Source: an optimization exercise on an open RTL-to-GDS flow (aim: small area and a short achievable clock period). Production flows keep margins and buffers that such runs may drop. The RTL was checked by simulation tests, not by an equivalence proof against the original design. Power is estimated from default activity; no workload was simulated.

==> design.v <==
module fibonacci(clk,rstn,val);
input clk;
input rstn;
output reg [31:0] val;
reg [31:0] prev,curr;
always@(posedge clk or negedge rstn)
begin
    if(!rstn)
    begin
        prev <= 32'd0;
        curr <= 32'd1;
        val <= 32'd0;
    end
    else
    begin
        val = prev + curr;
        prev = curr;
        curr = val;
    end
end
endmodule        
==> run.sh <==
#!/bin/bash
# synth_recipe.tcl (not shown) runs the flow's synth.tcl, then flattens the netlist and writes it again
# the make line also repeats each setting of config.mk as NAME=value (left out here)
make -C /OpenROAD-flow-scripts/flow DESIGN_CONFIG=/design/flow/config.mk WORK_HOME=/design/flow/orfs CLKGATE_MAP_FILE= SYNTH_SCRIPT=/design/flow/synth_recipe.tcl finish
==> config.mk <==
export PLATFORM = sky130hd
export DESIGN_NAME = fibonacci
export DESIGN_NICKNAME = fibonacci
export VERILOG_FILES = /design/flow/design.v
export SDC_FILE = /design/flow/constraint.sdc
export NUM_CORES = 4
export LEC_CHECK = 0
export CAP_MARGIN = 20
export CORE_MARGIN = 2
export CORE_UTILIZATION = 40
export SLEW_MARGIN = 20
==> constraint.sdc <==
create_clock -name core_clock -period 5.0 [get_ports {clk}]
set_input_delay 1.0000 -clock core_clock [delete_from_list [all_inputs] [get_ports {clk}]]
set_output_delay 1.0000 -clock core_clock [all_outputs]
set_load 0.01 [all_outputs]
==> results.txt <==
-- worst min-delay path by stage --
| stage | from | to | slack, ns | cells past startpoint |
|---|---|---|---|---|
| floorplan | curr[10] | prev[10] | 0.38 | 0 |
| global placement | curr[24] | prev[24] | 0.39 | 0 |
| detailed placement | curr[24] | prev[24] | 0.39 | 0 |
| CTS | curr[0] | prev[0] | 0.41 | 0 |
| global route | curr[0] | prev[0] | 0.42 | 0 |
| finish | curr[30] | prev[30] | 0.40 | 0 |
-- flip-flops by register name (all words and copies together) (netlist names) --
signal,flops
val,2
curr,31
prev,32
-- stage by stage --
step	util [%]	hold slack, ns	total power, mW	instance area (sq um)	cells
after floorplan	-	0.3810	0.5358	3608	336
after global placement	43.59	0.3852	0.5470	3801	437
after detailed placement	43.59	0.3933	0.5473	3801	437
after CTS	45.50	0.4079	0.9424	3968	453
after global routing	45.50	0.4182	0.9750	3968	453
final	45.50	0.4042	0.9259	3968	453
-- power groups by stage --
stage / registers (mW) / logic [mW] / clock network [mW]
after floorplan: 0.536 / 0.00000119 / 0
after global placement: 0.536 / 0.0113 / 0
after detailed placement: 0.536 / 0.0117 / 0
after CTS: 0.526 / 0.0116 / 0.405
after global routing: 0.525 / 0.0131 / 0.437
final: 0.526 / 0.0103 / 0.390
-- layer usage --
| layer | wire [um] | part of all wire, % |
|---|---|---|
| met1 | 3423 | 52 |
| met2 | 2761 | 42 |
| met3 | 239 | 3.6 |
| met4 | 130 | 2.0 |
| met5 | 0 | 0 |
-- final cells by class --
type | count | area, sq um | share of cell area [%]
multi-input combinational | 224 | 1683 | 42.42
timing repair buffer | 34 | 332.8 | 8.389
inverter | 6 | 22.52 | 0.5676
clock buffer | 13 | 148.9 | 3.753
sequential | 65 | 1628 | 41.03
tap | 108 | 135.1 | 3.406
clock inverter | 3 | 17.52 | 0.4415
-- cell families after synthesis --
family          after synthesis
compound gates               97
fa+ha+maj                    32
flops                        65
buf+inv                      47
mux                           2
simple gates                 65
xor+xnor                     28
-- layout by cell type, fill, tap and decap left out, drive strengths merged, types with 7 or more instances in the layout --
master	instances
a21oi	29
dfrtp	64
nor2	12
a21o	19
nand3	10
ha	31
clkdlybuf4s50	32
clkbuf	13
nand4	7
xnor2	13
o21ai	15
xor2	15
nand2	19
==> results.txt <==
Run status:
- The run finished with no timing, DRC or antenna violations.

STA:
- The final-report hold violation count came to 0.
- The final worst setup slack is 2.420 ns.
- In the final timing run, aggregate negative setup slack is 0 ns.
- The post-route fraction of the period consumed by the critical path is 51.61%.
- Counting I/O delays and the setup requirement, the final critical path takes 2.580 ns.
- For the pin with the worst max-slew slack, the measured transition is 0.7927 ns.
- Setup repair after global routing left no endpoint under its margin.
- The count of pins over their slew limit is 0.
- Derived from the worst setup path, the maximum achievable clock frequency is 0.3875 GHz.
- Headroom to the max-slew limit came out at 47.15%.
- Setup violations remaining at the end of the flow were counted as 0.
- Clock skew on the completed layout was measured at 0.01028 ns.

Pwr:
- The sequential cell fraction of total power is 56.8%.
- The share of total power dissipated in the clock network is 42.1%.
- The design internal power is 0.7189 mW.
- In this run the power density over the cells is 233.4 nW/um^2.
- For this design the total switching power over the nets is 0.2070 mW.
- IR analysis of the VDD net gives a maximum drop of 0.1097 mV.
- Of the total power, the share spent switching nets is 22.36%.
- The analysis attributes to cell leakage a power of 2.100 nW.
- The combinational share of power is 1.1%.

Setup path:
- The cell count along the critical path is 9.
- The worst path arrival time is 2.84 ns.
- Among the stages of the critical path, the cell type that occurs most often is sky130_fd_sc_hd__nand3_1.
- The worst setup path is launched from a flip-flop.
- The launching element of the worst setup path is curr[0].
- The category of the worst setup path capture point is a flip-flop.
- The endpoint identified for the worst register-to-register timing path is curr[18].
- The worst path required time is 5.25 ns.
- The buffer and inverter count on the worst path is 0.
- The worst setup slack for register-to-register paths is 2.42 ns.
- The worst register-to-register path begins at curr[0].
- The category of cells accounting for the largest share of critical-path delay is compound AO/OA/AOI/OAI gates.
- The critical path goes through ha_1, fa_1, a21o_1, a31o_1, nand3_1, a21oi_1, nand3_1, a311oi_1, xor2_1.
- Along the worst path, the maximum fanout reaches 4.
- On the critical path, the stage with the largest delay is an instance of sky130_fd_sc_hd__dfstp_2.
- Measured in cells, the most critical reg-to-reg path has a length of 9.
- The maximum single-stage delay on the critical path is 0.53 ns.
- The kind of critical path is flip-flop to flip-flop.
- The critical path ends at curr[18].

GRT:
- The global-route track usage on met2 is 20.84%.
- The via count of the first global-routing pass is 2437.
- The first global-routing pass estimated 11540 um of wire.
- The met3 global-route usage is 4.113%.
- In this run the most used layer during global routing was met1.
- Global routing finished with a remaining overflow of 0.
- The number of antenna violations at the first check in global routing is 0.
- Global routing used 21.24% of the available met1 tracks.
- The largest net degree at the start of global routing is 66.
- Across every metal layer, demand over resource in global routing totals 14.81%.

Route:
- In the routed design, unresolved DRC markers number 0.
- After detailed routing, the average wire length per cell comes to 14.47 um.
- The detailed-route wire length is 6554 um.
- The routed via count is 2407.
- The first routing iteration left 84 violations.
- The first detailed-routing pass took 4 iterations.
- The count of nets left with antenna violations once routing finished came out at 0.
- After detailed routing, the number of vias per cell comes to 5.313.

Final layout:
- Relative to the synthesized area, the layout overhead comes to 9.952%.
- In the final layout, the share of cells above drive strength 1 is 6.957%.
- The antenna cell count is 0.
- The layout has 801 filler cells.
- For this run, the post-layout net count is 374.

CTS:
- The clock insertion delay at the later pin of the skew report is 0.34 ns.
- The clock transition at the registers of the reported paths is 0.07 ns.
- The buffer cell driving the clock tree root is sky130_fd_sc_hd__clkbuf_8.
- The number of instances resized during post-cts repair is 0.
- The number of buffers added to fix hold violations after cts is 0.
- After clock tree synthesis, the setup repair step added 0 buffers.
- In this run the number of H-tree levels came out at 3.
- The CTS sink count is 65.
- The TritonCTS buffer count is 9.
- In this run the deepest clock path goes through 2 buffers.
- The CTS tree is yes.

Yosys:
- For this run, the register share of the synthesized area comes to 45.11%.
- The yosys synthesis warning count is 1.
- sky130_fd_sc_hd__dfrtp_1 takes more of the synthesized area than any other cell.
- The proportion of netlist area held by the largest area contributor is 44.38%.
- The most common cell in the netlist is sky130_fd_sc_hd__dfrtp_1.
- The net count of the mapped netlist is 370.
- Sorting the synthesized cells by area gives the leading types as sky130_fd_sc_hd__dfrtp_1 (44%), sky130_fd_sc_hd__ha_1 (11%), sky130_fd_sc_hd__buf_4 (6.4%), sky130_fd_sc_hd__a21oi_1 (4.0%), sky130_fd_sc_hd__a21o_1 (4.0%).
- The xor/xnor cell area share of the yosys netlist is 6.796%.
- The adder and majority gate portion of the synthesized area is 11.30%.
- The dominant combinational cell family by area after synthesis is compound AO/OA/AOI/OAI gates.
- The most instantiated flip-flop cell in the synthesis netlist is sky130_fd_sc_hd__dfrtp_1.
- The average instance area after synthesis is 10.74 sq um.
- After synthesis the netlist holds a flip-flop and latch count of 65.
- The simple logic cell fraction of the synthesized area is 8.773%.
- In the synthesized netlist, the cells that appear most often are sky130_fd_sc_hd__dfrtp_1 (64), sky130_fd_sc_hd__buf_4 (31), sky130_fd_sc_hd__ha_1 (31).
- Measured against the total synthesized area, the mux share comes to 0.5548%.
- The netlist uses 54 different library cells.
- The proportion of register bits with asynchronous set or reset after synthesis is 100.0%.
- After synthesis the cells add up to 3608 sq um.
- The synthesized netlist cell count is 336.
- The synthesized netlist devotes 19.21% of its cell area to compound gates.
- The number of enable flip-flop cells after synthesis is 0.

Min path:
- In this run the worst hold path is classified as flip-flop to flip-flop.

Floorplanning:
- The area of the die is 9797 sq um.
- The height of the die is 98.98 um.
- After floorplanning, the core was sized to cover 8721 sq um.
- The initial utilization of the core area, before any placement, comes to 41.38%.
- The total I/O pin count is 34.
- In this run the horizontal extent of the chip is 98.98 um.
- The floorplan has 34 rows.

Placed design:
- The worst slack at placement is 2.433 ns.
- The final weighted congestion of routability-driven global placement is 0.8127.
- Once detailed placement completed, the half-perimeter wirelength came to 4703 um.
- Buffers placed on the I/O ports in this run total 33.

Run:
- Max-cap violations in this run came to 0.

static timing again, ports no longer ideal:
In the flow no input, the clock included, has a driving cell. The finished layout below was timed again as built, in two steps.
Step 1: set_driving_cell puts a clkbuf_16 on clk and a buf_2 on each other input, an assumption about the parent block.
Step 2 times the ports against the registers' clock, not the clock port: input delays grow and output delays shrink by t, the midpoint of the rising clock arrivals with the driver on.
Slacks: ideal ports / drivers / drivers and shift; pairs: ideal ports / drivers.
t, ns: 0.363
setup slack, ns: 2.420 / 2.420 / 2.420
clock arrival spread, ns: 0.011 / 0.010
After both steps setup and hold are still met in this run. For this run, drivers alone change the setup slack by 0.000 ns; drivers and shift together by 0.000 ns.
